What follows belongs to an exercise in optimizing a design on an open flow for small area and a short achievable clock period; a production flow would make more cautious choices.
In this exercise RTL edits were held to simulation tests only and were not proved equivalent to the original.

==> inputs of job 5072 <==
==> flow/design.v <==
module rgb2hsv(
        input clock,
        input reset_n,
        input in_valid,
        input [7:0] in_red,
        input [7:0] in_green,
        input [7:0] in_blue,
        input in_visual,
        input in_done,
        output out_valid,
        output [7:0] out_red,
        output [7:0] out_green,
        output [7:0] out_blue,
        output [7:0] out_hue,
        output [7:0] out_saturation,
        output [7:0] out_brightness,
        output out_visual,
        output out_done
    );
    function ge8;
        input [7:0] a;
        input [7:0] b;
        integer i;
        reg c;
        begin
            c = 1'b1;
            for (i = 0; i < 8; i = i + 1)
                c = (a[i] & ~b[i]) | (a[i] & c) | (~b[i] & c);
            ge8 = c;
        end
    endfunction
    function [8:0] step_c;
        input [8:0] v;
        input [7:0] dn;
        integer i;
        reg c, q;
        reg [7:0] t;
        begin
            c = 1'b1;
            for (i = 0; i < 8; i = i + 1) begin
                t[i] = v[i] ^ dn[i] ^ c;
                c = (v[i] & dn[i]) | (v[i] & c) | (dn[i] & c);
            end
            q = v[8] | c;
            step_c = {q, ~(q ? t : v[7:0])};
        end
    endfunction
    function [8:0] step_b;
        input [8:0] vn;
        input [7:0] d;
        integer i;
        reg w, q;
        reg [7:0] tn;
        begin
            w = 1'b0;
            for (i = 0; i < 8; i = i + 1) begin
                tn[i] = vn[i] ^ d[i] ^ w;
                w = (vn[i] & d[i]) | (vn[i] & w) | (d[i] & w);
            end
            q = ~(vn[8] & w);
            step_b = {q, ~(q ? tn : vn[7:0])};
        end
    endfunction
    reg [26:0] p1, p2, p3, p4, p5;
    always @(posedge clock) begin
        p1 <= {in_valid, in_visual, in_done, in_red, in_green, in_blue};
        p2 <= p1;
        p3 <= p2;
        p4 <= p3;
        p5 <= p4;
    end
    reg [2:0] rc;
    always @(posedge clock)
        rc <= {reset_n & (rc[1] | rc[2]), reset_n & rc[0], reset_n & ~rc[2]};
    wire live = reset_n & rc[2] & ~rc[1];
    wire [7:0] r4 = p3[23:16];
    wire [7:0] g4 = p3[15:8];
    wire [7:0] b4 = p3[7:0];
    wire r_ge_g = ge8(r4, g4);
    wire r_ge_b = ge8(r4, b4);
    wire g_lt_b = ~ge8(g4, b4);
    wire rmax = r_ge_g & r_ge_b;
    wire bmax = ~rmax & g_lt_b;
    wire gmax = ~rmax & ~g_lt_b;
    wire minus = rmax ? g_lt_b : (bmax ? ~r_ge_g : r_ge_b);
    wire lo_r = (bmax & minus) | (gmax & ~minus);
    wire lo_g = (rmax & minus) | (bmax & ~minus);
    wire lo_b = (rmax & ~minus) | (gmax & minus);
    wire [7:0] mx = ({8{rmax}} & r4) | ({8{gmax}} & g4) | ({8{bmax}} & b4);
    wire [7:0] lo = ({8{lo_r}} & r4) | ({8{lo_g}} & g4) | ({8{lo_b}} & b4);
    wire [7:0] hi = ({8{~rmax & ~lo_r}} & r4) | ({8{~gmax & ~lo_g}} & g4)
                  | ({8{~bmax & ~lo_b}} & b4);
    reg [7:0] e, x;
    reg ce, cx;
    integer n;
    always @* begin
        ce = 1'b0;
        cx = 1'b1;
        for (n = 0; n < 8; n = n + 1) begin
            e[n] = mx[n] ^ ~lo[n] ^ ce;
            ce = (mx[n] & ~lo[n]) | (mx[n] & ce) | (~lo[n] & ce);
            x[n] = hi[n] ^ ~lo[n] ^ cx;
            cx = (hi[n] & ~lo[n]) | (hi[n] & cx) | (~lo[n] & cx);
        end
    end
    wire [1:0] hk = rmax ? {minus, minus} : (bmax ? 2'd2 : 2'd1);
    reg [7:0] mx4, e4, x4;
    reg [1:0] hk4;
    reg minus4, q44;
    always @(posedge clock) begin
        mx4 <= mx;
        e4 <= e;
        x4 <= x;
        hk4 <= hk;
        minus4 <= minus;
        q44 <= (hi == mx);       
    end
    wire zd = &e4;
    wire [7:0] en = ~e4;             
    wire [7:0] hr0 = q44 ? 8'd0 : x4;
    reg [8:0] hs3, hs2, hs1;
    reg q0h;
    always @* begin
        hs3 = hstep_c({hr0, 1'b0}, e4);
        hs2 = hstep_b({hs3[7:0], 1'b1}, en);
        hs1 = hstep_c({hs2[7:0], 1'b0}, e4);
        q0h = hlast_b({hs1[7:0], 1'b1}, en);
    end
    wire [4:0] q = {q44, hs3[8], hs2[8], hs1[8], q0h};
    function [8:0] hstep_c;
        input [8:0] v;
        input [7:0] ee;      
        integer i;
        reg c, qq;
        reg [7:0] t;
        begin
            c = 1'b0;
            for (i = 0; i < 8; i = i + 1) begin
                t[i] = v[i] ^ ~ee[i] ^ c;
                c = (v[i] & ~ee[i]) | (v[i] & c) | (~ee[i] & c);
            end
            qq = v[8] | c;
            hstep_c = {qq, ~(qq ? t : v[7:0])};
        end
    endfunction
    function [8:0] hstep_b;
        input [8:0] vn;
        input [7:0] een;     
        integer i;
        reg w, qq;
        reg [7:0] tn;
        begin
            w = 1'b1;
            for (i = 0; i < 8; i = i + 1) begin
                tn[i] = vn[i] ^ ~een[i] ^ w;
                w = (vn[i] & ~een[i]) | (vn[i] & w) | (~een[i] & w);
            end
            qq = ~(vn[8] & w);
            hstep_b = {qq, ~(qq ? tn : vn[7:0])};
        end
    endfunction
    function hlast_b;
        input [8:0] vn;
        input [7:0] een;
        integer i;
        reg w;
        begin
            w = 1'b1;
            for (i = 0; i < 8; i = i + 1)
                w = (vn[i] & ~een[i]) | (vn[i] & w) | (~een[i] & w);
            hlast_b = ~(vn[8] & w);
        end
    endfunction
    wire [7:0] mxn = ~mx4;
    wire [8:0] sa7 = step_c({e4, en[7]}, mxn);
    wire [8:0] sa6 = step_b({sa7[7:0], ~en[6]}, mx4);
    wire [8:0] sa5 = step_c({sa6[7:0], en[5]}, mxn);
    wire [8:0] sa4 = step_b({sa5[7:0], ~en[4]}, mx4);
    reg [7:0] mx5, sr5;
    reg [3:0] sq5, sd5;
    reg [4:0] q5;
    reg [1:0] hk5;
    reg minus5, zd5;
    always @(posedge clock) begin
        mx5 <= mx4;
        sr5 <= sa4[7:0];
        sq5 <= {sa7[8], sa6[8], sa5[8], sa4[8]};
        sd5 <= en[3:0];
        q5 <= q;
        hk5 <= hk4;
        minus5 <= minus4 & (q != 5'd0);
        zd5 <= zd;
    end
    wire [7:0] mx5n = ~mx5;
    wire [8:0] sb3 = step_c({sr5, sd5[3]}, mx5n);
    wire [8:0] sb2 = step_b({sb3[7:0], ~sd5[2]}, mx5);
    wire [8:0] sb1 = step_c({sb2[7:0], sd5[1]}, mx5n);
    wire [8:0] sb0 = step_b({sb1[7:0], ~sd5[0]}, mx5);
    wire [7:0] sat = {sq5, sb3[8], sb2[8], sb1[8], sb0[8]};
    reg [5:0] fp;
    always @* begin
        case (q5)
            5'd0: fp = 6'd0;
            5'd1: fp = 6'd2;
            5'd2: fp = 6'd5;
            5'd3: fp = 6'd7;
            5'd4: fp = 6'd10;
            5'd5: fp = 6'd13;
            5'd6: fp = 6'd15;
            5'd7: fp = 6'd18;
            5'd8: fp = 6'd21;
            5'd9: fp = 6'd23;
            5'd10: fp = 6'd26;
            5'd11: fp = 6'd29;
            5'd12: fp = 6'd31;
            5'd13: fp = 6'd34;
            5'd14: fp = 6'd37;
            5'd15: fp = 6'd39;
            default: fp = 6'd42;
        endcase
    end
    wire [7:0] hf = {minus5, minus5, fp ^ {6{minus5}}};
    wire [7:0] hue = {hk5[1], hk5[0], hk5[1], hk5[0], hk5[1], hk5[0], hk5[1], hk5[0]} + hf;
    wire live_hs = live & ~zd5;
    reg [26:0] p6;
    reg [7:0] hue6, sat6, bri6;
    always @(posedge clock) begin
        p6 <= live ? p5 : 27'd0;
        bri6 <= live ? mx5 : 8'd0;
        sat6 <= live_hs ? sat : 8'd0;
        hue6 <= live_hs ? hue : 8'd0;
    end
    assign out_valid = p6[26];
    assign out_visual = p6[25];
    assign out_done = p6[24];
    assign out_red = p6[23:16];
    assign out_green = p6[15:8];
    assign out_blue = p6[7:0];
    assign out_hue = hue6;
    assign out_saturation = sat6;
    assign out_brightness = bri6;
endmodule
==> flow/flow/run.sh <==
#!/bin/bash
# Standard layout (bash standard.sh), with two changes:
#  - every port gets the smallest plain buffer (buf_1) instead of the default;
#  - CTS without dummy loads and with larger sink clusters (flow/cts_args).
export BUFFER_PORTS_ARGS="-buffer_cell sky130_fd_sc_hd__buf_1"
export CTS_ARGS="$(cat flow/cts_args)"
bash standard.sh finish > standard.log 2>&1
==> flow/flow/cts_args <==
-sink_clustering_enable -repair_clock_nets -buf_list sky130_fd_sc_hd__clkbuf_4 -root_buf sky130_fd_sc_hd__clkbuf_16 -dont_use_dummy_load -sink_clustering_size 14 -sink_clustering_max_diameter 40
==> flow/standard.sh <==
#!/bin/bash
# synth_recipe.tcl (not shown) runs the flow's synth.tcl, then flattens the netlist and writes it again
# the make line also repeats each setting of config.mk as NAME=value (left out here)
make -C /OpenROAD-flow-scripts/flow DESIGN_CONFIG=/design/flow/config.mk WORK_HOME=/design/flow/orfs CLKGATE_MAP_FILE= SYNTH_SCRIPT=/design/flow/synth_recipe.tcl "${@:-finish}"
==> flow/config.mk <==
export PLATFORM = sky130hd
export DESIGN_NAME = rgb2hsv
export DESIGN_NICKNAME = rgb2hsv
export VERILOG_FILES = /design/flow/design.v
export SDC_FILE = /design/flow/constraint.sdc
export NUM_CORES = 4
export LEC_CHECK = 0
export CAP_MARGIN = 20
export CORE_MARGIN = 2
export CORE_UTILIZATION = 55
export SLEW_MARGIN = 20
==> flow/constraint.sdc <==
create_clock -name core_clock -period 80.0 [get_ports {clock}]
set_input_delay 16.0000 -clock core_clock [delete_from_list [all_inputs] [get_ports {clock}]]
set_output_delay 16.0000 -clock core_clock [all_outputs]
set_load 0.01 [all_outputs]
==> job 4988 (differences from job 5072) <==
--- a/flow/design.v
+++ b/flow/design.v
@@ -222,3 +222,13 @@
     wire [7:0] hf = {minus5, minus5, fp ^ {6{minus5}}};
-    wire [7:0] hue = {hk5[1], hk5[0], hk5[1], hk5[0], hk5[1], hk5[0], hk5[1], hk5[0]} + hf;
+    wire [7:0] hk85 = {hk5[1], hk5[0], hk5[1], hk5[0], hk5[1], hk5[0], hk5[1], hk5[0]};
+    reg [7:0] hue;
+    reg ch;
+    integer m;
+    always @* begin
+        ch = 1'b0;
+        for (m = 0; m < 8; m = m + 1) begin
+            hue[m] = hk85[m] ^ hf[m] ^ ch;
+            ch = (hk85[m] & hf[m]) | (hk85[m] & ch) | (hf[m] & ch);
+        end
+    end
     wire live_hs = live & ~zd5;
==> flow/flow/cts_args (replaced) <==
-sink_clustering_enable -repair_clock_nets -buf_list sky130_fd_sc_hd__clkbuf_4 -root_buf sky130_fd_sc_hd__clkbuf_8 -dont_use_dummy_load -sink_clustering_size 12 -sink_clustering_max_diameter 45
CAP_MARGIN = 0   (was 20)
SLEW_MARGIN = 0   (was 20)
==> reports/metrics.yaml <==
die_y_um: 140
wire_per_inst_um: 16.1
inverters: 91
netlist_area_sq_um: 10100
period_minus_slack_ps: 17040
fin_crit_sh_pct: 21.3
syn-num-nets: 1022
use_met2_pct: 32.2
post-place-ws_ps: 62590
reg2reg_depth: 42
status: "complete, no violations"
Source of the figures above: job 4988

==> reports/metrics.yaml <==
fin_crit_sh_pct: 21.2
synthTopCellsByArea: "dfxtp_1 (50%), fa_1 (15%), nand2_1 (3.4%)"
wire_per_inst_um: 16.6
syn-num-nets: 1045
status: "complete, no violations"
inverters: 85
netlist_area_sq_um: 10100
period_minus_slack_ps: 16990
use_met2_pct: 34.7
layout_commonest_cell: "dfxtp_1"
holdWs_ps: 312
reg2reg_to: "sr5[3]$_DFF_P_"
synthXorXnorAreaFrac_pct: 2.68
fillers: 1579
die_y_um: 140
Source of the figures above: job 5072

## re-timing with driven ports
The flow's constraints put no driver on any port. The routed layouts listed below were extracted and timed again, unchanged, in two steps.
Step 1 assumes that a clkbuf_16 drives the clock port and a buf_2 every other input.
Step 2 adds t to the input delays and takes it off the output delays; t is the mean of the earliest and latest rising clock arrival at the registers after step 1. Input paths then give back, and output paths get back, about the clock's delay inside the block.
a / b / c = no drivers / after step 1 / after step 2; a / b = the first two.
run | t (ns) | setup WS [ns] | hold WS [ns] | pins driven straight from the clock port
job 5072 | 0.510 | 63.011 / 62.968 / 62.722 | 0.312 / 0.312 / 0.312 | 1
job 4988 | 0.544 | 62.963 / 62.925 / 62.596 | 0.253 / 0.253 / 0.253 | 1
After both steps setup and hold are still met in every run listed. For job 4988, which loses most, drivers alone change the setup slack by -0.038 ns; drivers and shift together by -0.367 ns.
